What follows belongs to an exercise in optimizing a design on an open flow for small area, a short achievable clock period and few clock cycles per item; a production flow would make more cautious choices.
The RTL of this run was laid out without a check of its function.

--- flow/design.v ---
module brick_sort
   (
    clk,
    rst,
    src_tvalid,
    src_tready,
    src_tdata_raw,
    dest_tvalid,
    dest_tready,
    dest_tdata_raw
    );
   parameter NUM_ELEMS = 16;
   parameter DATA_WIDTH = 8;
   input   clk;
   input   rst;
   input   src_tvalid;
   output  src_tready;
   input [DATA_WIDTH*NUM_ELEMS-1:0] src_tdata_raw;
   output                 dest_tvalid;
   input                  dest_tready;
   output [DATA_WIDTH*NUM_ELEMS-1:0] dest_tdata_raw;
   reg [127:0] r1, r2, r3;
   reg [127:0] ro;
   wire [127:0] s0_0;
   wire s0_0_c0 = src_tdata_raw[7:0] > src_tdata_raw[111:104];
   assign s0_0[7:0] = s0_0_c0 ? src_tdata_raw[111:104] : src_tdata_raw[7:0];
   assign s0_0[111:104] = s0_0_c0 ? src_tdata_raw[7:0] : src_tdata_raw[111:104];
   wire s0_0_c1 = src_tdata_raw[15:8] > src_tdata_raw[103:96];
   assign s0_0[15:8] = s0_0_c1 ? src_tdata_raw[103:96] : src_tdata_raw[15:8];
   assign s0_0[103:96] = s0_0_c1 ? src_tdata_raw[15:8] : src_tdata_raw[103:96];
   wire s0_0_c2 = src_tdata_raw[23:16] > src_tdata_raw[127:120];
   assign s0_0[23:16] = s0_0_c2 ? src_tdata_raw[127:120] : src_tdata_raw[23:16];
   assign s0_0[127:120] = s0_0_c2 ? src_tdata_raw[23:16] : src_tdata_raw[127:120];
   wire s0_0_c3 = src_tdata_raw[31:24] > src_tdata_raw[119:112];
   assign s0_0[31:24] = s0_0_c3 ? src_tdata_raw[119:112] : src_tdata_raw[31:24];
   assign s0_0[119:112] = s0_0_c3 ? src_tdata_raw[31:24] : src_tdata_raw[119:112];
   wire s0_0_c4 = src_tdata_raw[39:32] > src_tdata_raw[71:64];
   assign s0_0[39:32] = s0_0_c4 ? src_tdata_raw[71:64] : src_tdata_raw[39:32];
   assign s0_0[71:64] = s0_0_c4 ? src_tdata_raw[39:32] : src_tdata_raw[71:64];
   wire s0_0_c5 = src_tdata_raw[47:40] > src_tdata_raw[55:48];
   assign s0_0[47:40] = s0_0_c5 ? src_tdata_raw[55:48] : src_tdata_raw[47:40];
   assign s0_0[55:48] = s0_0_c5 ? src_tdata_raw[47:40] : src_tdata_raw[55:48];
   wire s0_0_c7 = src_tdata_raw[63:56] > src_tdata_raw[95:88];
   assign s0_0[63:56] = s0_0_c7 ? src_tdata_raw[95:88] : src_tdata_raw[63:56];
   assign s0_0[95:88] = s0_0_c7 ? src_tdata_raw[63:56] : src_tdata_raw[95:88];
   wire s0_0_c9 = src_tdata_raw[79:72] > src_tdata_raw[87:80];
   assign s0_0[79:72] = s0_0_c9 ? src_tdata_raw[87:80] : src_tdata_raw[79:72];
   assign s0_0[87:80] = s0_0_c9 ? src_tdata_raw[79:72] : src_tdata_raw[87:80];
   wire [127:0] s1_0;
   wire s1_0_c0 = r1[7:0] > r1[47:40];
   assign s1_0[7:0] = s1_0_c0 ? r1[47:40] : r1[7:0];
   assign s1_0[47:40] = s1_0_c0 ? r1[7:0] : r1[47:40];
   wire s1_0_c1 = r1[15:8] > r1[63:56];
   assign s1_0[15:8] = s1_0_c1 ? r1[63:56] : r1[15:8];
   assign s1_0[63:56] = s1_0_c1 ? r1[15:8] : r1[63:56];
   wire s1_0_c2 = r1[23:16] > r1[79:72];
   assign s1_0[23:16] = s1_0_c2 ? r1[79:72] : r1[23:16];
   assign s1_0[79:72] = s1_0_c2 ? r1[23:16] : r1[79:72];
   wire s1_0_c3 = r1[31:24] > r1[39:32];
   assign s1_0[31:24] = s1_0_c3 ? r1[39:32] : r1[31:24];
   assign s1_0[39:32] = s1_0_c3 ? r1[31:24] : r1[39:32];
   wire s1_0_c6 = r1[55:48] > r1[111:104];
   assign s1_0[55:48] = s1_0_c6 ? r1[111:104] : r1[55:48];
   assign s1_0[111:104] = s1_0_c6 ? r1[55:48] : r1[111:104];
   wire s1_0_c8 = r1[71:64] > r1[119:112];
   assign s1_0[71:64] = s1_0_c8 ? r1[119:112] : r1[71:64];
   assign s1_0[119:112] = s1_0_c8 ? r1[71:64] : r1[119:112];
   wire s1_0_c10 = r1[87:80] > r1[127:120];
   assign s1_0[87:80] = s1_0_c10 ? r1[127:120] : r1[87:80];
   assign s1_0[127:120] = s1_0_c10 ? r1[87:80] : r1[127:120];
   wire s1_0_c11 = r1[95:88] > r1[103:96];
   assign s1_0[95:88] = s1_0_c11 ? r1[103:96] : r1[95:88];
   assign s1_0[103:96] = s1_0_c11 ? r1[95:88] : r1[103:96];
   wire [127:0] s1_1;
   wire s1_1_c0 = s1_0[7:0] > s1_0[15:8];
   assign s1_1[7:0] = s1_1_c0 ? s1_0[15:8] : s1_0[7:0];
   assign s1_1[15:8] = s1_1_c0 ? s1_0[7:0] : s1_0[15:8];
   wire s1_1_c2 = s1_0[23:16] > s1_0[31:24];
   assign s1_1[23:16] = s1_1_c2 ? s1_0[31:24] : s1_0[23:16];
   assign s1_1[31:24] = s1_1_c2 ? s1_0[23:16] : s1_0[31:24];
   wire s1_1_c4 = s1_0[39:32] > s1_0[47:40];
   assign s1_1[39:32] = s1_1_c4 ? s1_0[47:40] : s1_0[39:32];
   assign s1_1[47:40] = s1_1_c4 ? s1_0[39:32] : s1_0[47:40];
   wire s1_1_c6 = s1_0[55:48] > s1_0[71:64];
   assign s1_1[55:48] = s1_1_c6 ? s1_0[71:64] : s1_0[55:48];
   assign s1_1[71:64] = s1_1_c6 ? s1_0[55:48] : s1_0[71:64];
   wire s1_1_c7 = s1_0[63:56] > s1_0[79:72];
   assign s1_1[63:56] = s1_1_c7 ? s1_0[79:72] : s1_0[63:56];
   assign s1_1[79:72] = s1_1_c7 ? s1_0[63:56] : s1_0[79:72];
   wire s1_1_c10 = s1_0[87:80] > s1_0[95:88];
   assign s1_1[87:80] = s1_1_c10 ? s1_0[95:88] : s1_0[87:80];
   assign s1_1[95:88] = s1_1_c10 ? s1_0[87:80] : s1_0[95:88];
   wire s1_1_c12 = s1_0[103:96] > s1_0[111:104];
   assign s1_1[103:96] = s1_1_c12 ? s1_0[111:104] : s1_0[103:96];
   assign s1_1[111:104] = s1_1_c12 ? s1_0[103:96] : s1_0[111:104];
   wire s1_1_c14 = s1_0[119:112] > s1_0[127:120];
   assign s1_1[119:112] = s1_1_c14 ? s1_0[127:120] : s1_0[119:112];
   assign s1_1[127:120] = s1_1_c14 ? s1_0[119:112] : s1_0[127:120];
   wire [127:0] s1_2;
   wire s1_2_c0 = s1_1[7:0] > s1_1[23:16];
   assign s1_2[7:0] = s1_2_c0 ? s1_1[23:16] : s1_1[7:0];
   assign s1_2[23:16] = s1_2_c0 ? s1_1[7:0] : s1_1[23:16];
   wire s1_2_c1 = s1_1[15:8] > s1_1[31:24];
   assign s1_2[15:8] = s1_2_c1 ? s1_1[31:24] : s1_1[15:8];
   assign s1_2[31:24] = s1_2_c1 ? s1_1[15:8] : s1_1[31:24];
   wire s1_2_c4 = s1_1[39:32] > s1_1[87:80];
   assign s1_2[39:32] = s1_2_c4 ? s1_1[87:80] : s1_1[39:32];
   assign s1_2[87:80] = s1_2_c4 ? s1_1[39:32] : s1_1[87:80];
   wire s1_2_c5 = s1_1[47:40] > s1_1[95:88];
   assign s1_2[47:40] = s1_2_c5 ? s1_1[95:88] : s1_1[47:40];
   assign s1_2[95:88] = s1_2_c5 ? s1_1[47:40] : s1_1[95:88];
   wire s1_2_c6 = s1_1[55:48] > s1_1[63:56];
   assign s1_2[55:48] = s1_2_c6 ? s1_1[63:56] : s1_1[55:48];
   assign s1_2[63:56] = s1_2_c6 ? s1_1[55:48] : s1_1[63:56];
   wire s1_2_c8 = s1_1[71:64] > s1_1[79:72];
   assign s1_2[71:64] = s1_2_c8 ? s1_1[79:72] : s1_1[71:64];
   assign s1_2[79:72] = s1_2_c8 ? s1_1[71:64] : s1_1[79:72];
   wire s1_2_c12 = s1_1[103:96] > s1_1[119:112];
   assign s1_2[103:96] = s1_2_c12 ? s1_1[119:112] : s1_1[103:96];
   assign s1_2[119:112] = s1_2_c12 ? s1_1[103:96] : s1_1[119:112];
   wire s1_2_c13 = s1_1[111:104] > s1_1[127:120];
   assign s1_2[111:104] = s1_2_c13 ? s1_1[127:120] : s1_1[111:104];
   assign s1_2[127:120] = s1_2_c13 ? s1_1[111:104] : s1_1[127:120];
   wire [127:0] s2_0;
   wire s2_0_c1 = r2[15:8] > r2[23:16];
   assign s2_0[15:8] = s2_0_c1 ? r2[23:16] : r2[15:8];
   assign s2_0[23:16] = s2_0_c1 ? r2[15:8] : r2[23:16];
   wire s2_0_c3 = r2[31:24] > r2[103:96];
   assign s2_0[31:24] = s2_0_c3 ? r2[103:96] : r2[31:24];
   assign s2_0[103:96] = s2_0_c3 ? r2[31:24] : r2[103:96];
   wire s2_0_c4 = r2[39:32] > r2[55:48];
   assign s2_0[39:32] = s2_0_c4 ? r2[55:48] : r2[39:32];
   assign s2_0[55:48] = s2_0_c4 ? r2[39:32] : r2[55:48];
   wire s2_0_c5 = r2[47:40] > r2[63:56];
   assign s2_0[47:40] = s2_0_c5 ? r2[63:56] : r2[47:40];
   assign s2_0[63:56] = s2_0_c5 ? r2[47:40] : r2[63:56];
   wire s2_0_c8 = r2[71:64] > r2[87:80];
   assign s2_0[71:64] = s2_0_c8 ? r2[87:80] : r2[71:64];
   assign s2_0[87:80] = s2_0_c8 ? r2[71:64] : r2[87:80];
   wire s2_0_c9 = r2[79:72] > r2[95:88];
   assign s2_0[79:72] = s2_0_c9 ? r2[95:88] : r2[79:72];
   assign s2_0[95:88] = s2_0_c9 ? r2[79:72] : r2[95:88];
   wire s2_0_c13 = r2[111:104] > r2[119:112];
   assign s2_0[111:104] = s2_0_c13 ? r2[119:112] : r2[111:104];
   assign s2_0[119:112] = s2_0_c13 ? r2[111:104] : r2[119:112];
   assign s2_0[7:0] = r2[7:0];
   assign s2_0[127:120] = r2[127:120];
   wire [127:0] s2_1;
   wire s2_1_c1 = s2_0[15:8] > s2_0[39:32];
   assign s2_1[15:8] = s2_1_c1 ? s2_0[39:32] : s2_0[15:8];
   assign s2_1[39:32] = s2_1_c1 ? s2_0[15:8] : s2_0[39:32];
   wire s2_1_c2 = s2_0[23:16] > s2_0[55:48];
   assign s2_1[23:16] = s2_1_c2 ? s2_0[55:48] : s2_0[23:16];
   assign s2_1[55:48] = s2_1_c2 ? s2_0[23:16] : s2_0[55:48];
   wire s2_1_c5 = s2_0[47:40] > s2_0[71:64];
   assign s2_1[47:40] = s2_1_c5 ? s2_0[71:64] : s2_0[47:40];
   assign s2_1[71:64] = s2_1_c5 ? s2_0[47:40] : s2_0[71:64];
   wire s2_1_c7 = s2_0[63:56] > s2_0[87:80];
   assign s2_1[63:56] = s2_1_c7 ? s2_0[87:80] : s2_0[63:56];
   assign s2_1[87:80] = s2_1_c7 ? s2_0[63:56] : s2_0[87:80];
   wire s2_1_c9 = s2_0[79:72] > s2_0[111:104];
   assign s2_1[79:72] = s2_1_c9 ? s2_0[111:104] : s2_0[79:72];
   assign s2_1[111:104] = s2_1_c9 ? s2_0[79:72] : s2_0[111:104];
   wire s2_1_c11 = s2_0[95:88] > s2_0[119:112];
   assign s2_1[95:88] = s2_1_c11 ? s2_0[119:112] : s2_0[95:88];
   assign s2_1[119:112] = s2_1_c11 ? s2_0[95:88] : s2_0[119:112];
   assign s2_1[7:0] = s2_0[7:0];
   assign s2_1[31:24] = s2_0[31:24];
   assign s2_1[103:96] = s2_0[103:96];
   assign s2_1[127:120] = s2_0[127:120];
   wire [127:0] s2_2;
   wire s2_2_c2 = s2_1[23:16] > s2_1[39:32];
   assign s2_2[23:16] = s2_2_c2 ? s2_1[39:32] : s2_1[23:16];
   assign s2_2[39:32] = s2_2_c2 ? s2_1[23:16] : s2_1[39:32];
   wire s2_2_c3 = s2_1[31:24] > s2_1[55:48];
   assign s2_2[31:24] = s2_2_c3 ? s2_1[55:48] : s2_1[31:24];
   assign s2_2[55:48] = s2_2_c3 ? s2_1[31:24] : s2_1[55:48];
   wire s2_2_c9 = s2_1[79:72] > s2_1[103:96];
   assign s2_2[79:72] = s2_2_c9 ? s2_1[103:96] : s2_1[79:72];
   assign s2_2[103:96] = s2_2_c9 ? s2_1[79:72] : s2_1[103:96];
   wire s2_2_c11 = s2_1[95:88] > s2_1[111:104];
   assign s2_2[95:88] = s2_2_c11 ? s2_1[111:104] : s2_1[95:88];
   assign s2_2[111:104] = s2_2_c11 ? s2_1[95:88] : s2_1[111:104];
   assign s2_2[7:0] = s2_1[7:0];
   assign s2_2[15:8] = s2_1[15:8];
   assign s2_2[47:40] = s2_1[47:40];
   assign s2_2[63:56] = s2_1[63:56];
   assign s2_2[71:64] = s2_1[71:64];
   assign s2_2[87:80] = s2_1[87:80];
   assign s2_2[119:112] = s2_1[119:112];
   assign s2_2[127:120] = s2_1[127:120];
   wire [127:0] s3_0;
   wire s3_0_c3 = r3[31:24] > r3[47:40];
   assign s3_0[31:24] = s3_0_c3 ? r3[47:40] : r3[31:24];
   assign s3_0[47:40] = s3_0_c3 ? r3[31:24] : r3[47:40];
   wire s3_0_c6 = r3[55:48] > r3[71:64];
   assign s3_0[55:48] = s3_0_c6 ? r3[71:64] : r3[55:48];
   assign s3_0[71:64] = s3_0_c6 ? r3[55:48] : r3[71:64];
   wire s3_0_c7 = r3[63:56] > r3[79:72];
   assign s3_0[63:56] = s3_0_c7 ? r3[79:72] : r3[63:56];
   assign s3_0[79:72] = s3_0_c7 ? r3[63:56] : r3[79:72];
   wire s3_0_c10 = r3[87:80] > r3[103:96];
   assign s3_0[87:80] = s3_0_c10 ? r3[103:96] : r3[87:80];
   assign s3_0[103:96] = s3_0_c10 ? r3[87:80] : r3[103:96];
   assign s3_0[7:0] = r3[7:0];
   assign s3_0[15:8] = r3[15:8];
   assign s3_0[23:16] = r3[23:16];
   assign s3_0[39:32] = r3[39:32];
   assign s3_0[95:88] = r3[95:88];
   assign s3_0[111:104] = r3[111:104];
   assign s3_0[119:112] = r3[119:112];
   assign s3_0[127:120] = r3[127:120];
   wire [127:0] s3_1;
   wire s3_1_c3 = s3_0[31:24] > s3_0[39:32];
   assign s3_1[31:24] = s3_1_c3 ? s3_0[39:32] : s3_0[31:24];
   assign s3_1[39:32] = s3_1_c3 ? s3_0[31:24] : s3_0[39:32];
   wire s3_1_c5 = s3_0[47:40] > s3_0[55:48];
   assign s3_1[47:40] = s3_1_c5 ? s3_0[55:48] : s3_0[47:40];
   assign s3_1[55:48] = s3_1_c5 ? s3_0[47:40] : s3_0[55:48];
   wire s3_1_c7 = s3_0[63:56] > s3_0[71:64];
   assign s3_1[63:56] = s3_1_c7 ? s3_0[71:64] : s3_0[63:56];
   assign s3_1[71:64] = s3_1_c7 ? s3_0[63:56] : s3_0[71:64];
   wire s3_1_c9 = s3_0[79:72] > s3_0[87:80];
   assign s3_1[79:72] = s3_1_c9 ? s3_0[87:80] : s3_0[79:72];
   assign s3_1[87:80] = s3_1_c9 ? s3_0[79:72] : s3_0[87:80];
   wire s3_1_c11 = s3_0[95:88] > s3_0[103:96];
   assign s3_1[95:88] = s3_1_c11 ? s3_0[103:96] : s3_0[95:88];
   assign s3_1[103:96] = s3_1_c11 ? s3_0[95:88] : s3_0[103:96];
   assign s3_1[7:0] = s3_0[7:0];
   assign s3_1[15:8] = s3_0[15:8];
   assign s3_1[23:16] = s3_0[23:16];
   assign s3_1[111:104] = s3_0[111:104];
   assign s3_1[119:112] = s3_0[119:112];
   assign s3_1[127:120] = s3_0[127:120];
   wire [127:0] s3_2;
   wire s3_2_c6 = s3_1[55:48] > s3_1[63:56];
   assign s3_2[55:48] = s3_2_c6 ? s3_1[63:56] : s3_1[55:48];
   assign s3_2[63:56] = s3_2_c6 ? s3_1[55:48] : s3_1[63:56];
   wire s3_2_c8 = s3_1[71:64] > s3_1[79:72];
   assign s3_2[71:64] = s3_2_c8 ? s3_1[79:72] : s3_1[71:64];
   assign s3_2[79:72] = s3_2_c8 ? s3_1[71:64] : s3_1[79:72];
   assign s3_2[7:0] = s3_1[7:0];
   assign s3_2[15:8] = s3_1[15:8];
   assign s3_2[23:16] = s3_1[23:16];
   assign s3_2[31:24] = s3_1[31:24];
   assign s3_2[39:32] = s3_1[39:32];
   assign s3_2[47:40] = s3_1[47:40];
   assign s3_2[87:80] = s3_1[87:80];
   assign s3_2[95:88] = s3_1[95:88];
   assign s3_2[103:96] = s3_1[103:96];
   assign s3_2[111:104] = s3_1[111:104];
   assign s3_2[119:112] = s3_1[119:112];
   assign s3_2[127:120] = s3_1[127:120];
   wire [127:0] sorted = s3_2;
   reg v1, v2, v3;
   reg t1, t2, t3;
   reg rot;         
   reg ro_valid;
   wire front_v = v3;
   wire front_t = t3;
   wire ro_free = !ro_valid || dest_tready;
   wire exit_ok = front_v && (!rot || front_t) && ro_free;
   wire wrap = front_v && !exit_ok;
   assign src_tready = !rst && !rot && !wrap;
   assign dest_tvalid = !rst && ro_valid;
   assign dest_tdata_raw = ro;
   wire take = src_tvalid && src_tready;
   always @(posedge clk) begin
      r1 <= wrap ? sorted : s0_0;
      r2 <= s1_2;
      r3 <= s2_2;
      if (ro_free) ro <= sorted;
      t1 <= wrap && (!rot || front_t);
      t2 <= t1;
      t3 <= t2;
      if (rst) begin
         v1 <= 1'b0;
         v2 <= 1'b0;
         v3 <= 1'b0;
         rot <= 1'b0;
         ro_valid <= 1'b0;
      end else begin
         v1 <= wrap || take;
         v2 <= v1;
         v3 <= v2;
         rot <= rot ? !exit_ok : wrap;
         if (ro_free) ro_valid <= exit_ok;
      end
   end
endmodule
--- flow/config.mk ---
export PLATFORM = sky130hd
export DESIGN_NAME = brick_sort
export DESIGN_NICKNAME = brick_sort
export VERILOG_FILES = /design/flow/design.v
export SDC_FILE = /design/flow/constraint.sdc
export NUM_CORES = 4
export LEC_CHECK = 0
export CAP_MARGIN = 20
export CORE_MARGIN = 2
export CORE_UTILIZATION = 40
export SLEW_MARGIN = 20
--- flow/constraint.sdc ---
create_clock -name core_clock -period 6.0 [get_ports {clk}]
set_input_delay 1.2000 -clock core_clock [delete_from_list [all_inputs] [get_ports {clk}]]
set_output_delay 1.2000 -clock core_clock [all_outputs]
set_load 0.01 [all_outputs]
--- flow/run.sh ---
#!/bin/bash
# synth_recipe.tcl (not shown) runs the flow's synth.tcl, then flattens the netlist and writes it again
# the make line also repeats each setting of config.mk as NAME=value (left out here)
make -C /OpenROAD-flow-scripts/flow DESIGN_CONFIG=/design/flow/config.mk WORK_HOME=/design/flow/orfs CLKGATE_MAP_FILE= SYNTH_SCRIPT=/design/flow/synth_recipe.tcl finish
==> results by group <==
Run status
  • Status: complete, no violations

Clock tree
  • Clock sink count: 520
  • CTS tree: yes
  • Inserted Clock Buffers: 59
  • Maximum clock path buffer count: 3
  • Clk latency of the worst-skew pair: about 0.67 ns
  • Reg clk slew, reported paths: approximately 0.070 ns
  • Root Driver: clkbuf_16
  • H-tree levels: 2

Timing
  • Worst slew margin: 28.4%
  • Slew @ Worst Pin: around 1.1 ns
  • Period minus WS final: ~5.8 ns
  • Fin. max-slew vios: 0
  • Fin crit share: 95.9%
  • Final clock skew: roughly 0.039 ns
  • Worst hold slack: 0.318 ns
  • Final-report setup violation count: 0
  • Final Hold Vio Count: 0
  • Highest clock rate: around 170 MHz
  • RSZ-0062 raised after global routing: yes

Layout
  • Most common cell after layout, fill and taps aside: mux2i_1
  • Layout Utilization: ~50%
  • Share of cells above drive strength 1: 18.1%
  • Fillers: around 8200
  • Most frequent cells in the layout: mux2i_1, inv_1, ha_1
  • Synth-to-Final Area Change: 24.3%
  • Nets: between 4000 and 5000
  • Final non-filler cell total: roughly 5400

Critical path
  • CP Capture Point: ro[67]
  • FF-to-FF Start: r3[53]
  • Worst R2R Path Depth: 23
  • Worst Path Required: 6.38 ns
  • Startpoint types: flop
  • Worst flop-to-flop path endpoint: ro[67]
  • Crit Path Max Fanout: 8
  • Crit. End Element: flop
  • R2R Setup Slk: 0.24 ns
  • Crit path launch: r3[53]
  • WS Path Type: flop to flop
  • CP Data Arrival Time: a little over 6 ns

Yosys
  • Avg Inst Size Synth: between 9 and 10 sq um
  • Post-synth EDFFs: ~130
  • Post-synth ARST share: 0%
  • Synth Register Bits: 520
  • Top_reg_cell synth: dfxtp_1
  • Syn_nets: between 4000 and 5000
  • Netlist Area Pre-Place: ~36000 sq um
  • Synth Instances: 3723
  • Synth warn: 1
  • Synth cell types: 65
  • Post-synthesis sequential area ratio: about a third

Die
  • Row cnt: between 100 and 150
  • Die ar.: 92100 sq um
  • Chip Width: roughly 300 microns
  • Initial core utilization: 40.5%
  • DIE HEIGHT: 303 microns
  • Io pins: approximately 260
  • Core box area: roughly 89000 sq um

Detailed routing
  • WL per Instance: about 22 microns
  • DRC: 0
  • Drt initial violations: approximately 1800
  • First-pass detailed-route iteration total: 5
  • Vias: around 29000
  • DRT antenna net count: 0
  • Drt via density: about 5.3
  • Routed Wire Length: about 120000 microns

Global routing
  • GRT Util Overall: roughly a quarter
  • Vias in the first global route: between 20000 and 30000
  • First-pass GRT wire length: 175000 microns
  • Initial antenna violation count: 4
  • Global route total overflow: 0
  • Largest net degree at the start of global routing: 90

Worst hold path
  • Hold Crit Class: flop to flop
  • Min-delay src: t2
  • Hold path depth: 0

Place
  • Dpl hpwl: around 100000 microns
  • Placed Cells: between 5000 and 6000
  • Placer Congestion: 0.969
  • PortBufs: 261

Flow run
  • Max-cap viol count: 0
==> cell usage after synthesis (all sizes together), types with 50 or more instances <==
cell type,count,area share [%]
nand2,168,1.8
mux2i,605,17
ha,475,17
inv,488,5.1
dfxtp,392,22
o21a,57,1.2
a21oi,183,2.6
nor2b,56,0.98
mux2,244,7.7
nor2,127,1.3
a21o,85,1.8
nand3,92,1.3
clkbuf,95,0.99
o21ai,237,3.3
nand2b,50,0.87
edfxtp,128,11
==> routing by layer <==
| metal | global-route usage (%) | wire length (microns) | vias up |
|---|---|---|---|
| met4 | 9.47 | 5610 | 0 |
| li1 | - | - | 14200 |
| met5 | 0 | 0 | - |
| met2 | 43.3 | 56100 | 638 |
| met3 | 3.56 | 5500 | 180 |
| met1 | 33.3 | 54200 | 13700 |
==> critical path, stage by stage (launching register included) <==
cell and delay [ns]:
dfxtp_1 0.42, ha_1 0.30, a211oi_2 0.24, o21ai_1 0.10, or3_4 0.43, nand3_4 0.12
mux2_2 0.37, inv_1 0.10, ha_1 0.24, and4_1 0.22, a21oi_1 0.14, nand2_1 0.12
a31o_4 0.25, a31oi_4 0.23, o211a_4 0.23, buf_4 0.12, mux2_4 0.33, ha_1 0.34
nand3_2 0.11, a21oi_2 0.12, a211oi_2 0.06, a21oi_4 0.32, clkbuf_16 0.23, mux2_2 0.33
==> metrics by stage <==
step	worst slack (ns)	TNS, ns	cell area, sq um
6_report	0.244	0	44600
4_1_cts	0.00376	0	43400
3_3_place_gp	-0.213	-5.88	41300
2_1_floorplan	0.00446	0	36000
3_5_place_dp	-0.224	-5.76	41300
5_1_grt	-0.0660	-2.36	44600
==> cells by family after synthesis <==
| family | Yosys count | synth area share, % |
|---|---|---|
| multiplexers | 849 | 24.6 |
| AO/OA/AOI/OAI | 695 | 11.9 |
| buffers and inverters | 602 | 6.41 |
| AND/OR/NAND/NOR | 581 | 7.84 |
| flip-flops | 520 | 32.6 |
| adder cells (fa/ha/maj) | 475 | 16.6 |
| XOR/XNOR | 1 | 0.0454 |
==> sequential cells by signal, summed over array words and instances (netlist names) <==
name	cells
rot	1
t1	1
t3	1
r2	128
v1	1
v3	1
v2	1
ro	128
r3	128
t2	1
r1	128
ro_valid	1
==> cell type report <==
cell class / count / area, sq um / area share, %
diodes: 1 / 2.50 / 0.00561
clock buffers: 81 / 1780 / 3.99
clock inverters: 31 / 342 / 0.766
inverters: 488 / 1830 / 4.11
multi-input cells: 2602 / 22700 / 50.9
flip-flops and latches: 520 / 11700 / 26.3
well taps: 1165 / 1460 / 3.27
repair buffers: 521 / 4780 / 10.7
==> worst min-delay path by stage <==
| stage | to |
|---|---|
| after floorplan | r3[0] |
| after global placement | t2 |
| after detailed placement | r3[127] |
| after CTS | t3 |
| after global routing | t3 |
| final | t3 |
==> repair_timing <==
action	4_1_cts	5_1_grt
hold buffers	0	0
setup buffers	0	35
pin swaps	0	15
cloned	0	3
endpoints found under the setup margin	55	255
gates resized for setup	8	170

separate check: timing with driven ports:
The results above use ideal ports. As a check the final layout listed here was re-extracted and re-timed, cells and wires unchanged.
Step 1, drivers: a clkbuf_16 drives clk and a buf_2 each remaining input, both assumed.
Step 2 moves the port delays by t, midway between the first and last clock arrival at a register: inputs arrive t later, outputs are due t later. That takes back most of the time a late clock gives input paths.
Slacks: ideal ports / drivers / drivers and shift; pairs: ideal ports / drivers.
t, ns: 0.713
slack for setup (ns): 0.244 / 0.244 / 0.244
worst hold slack (ns): 0.318 / 0.318 / 0.318
After both steps this run still meets setup and hold. For this run, drivers alone change the setup slack by 0.000 ns; drivers and shift together by 0.000 ns.
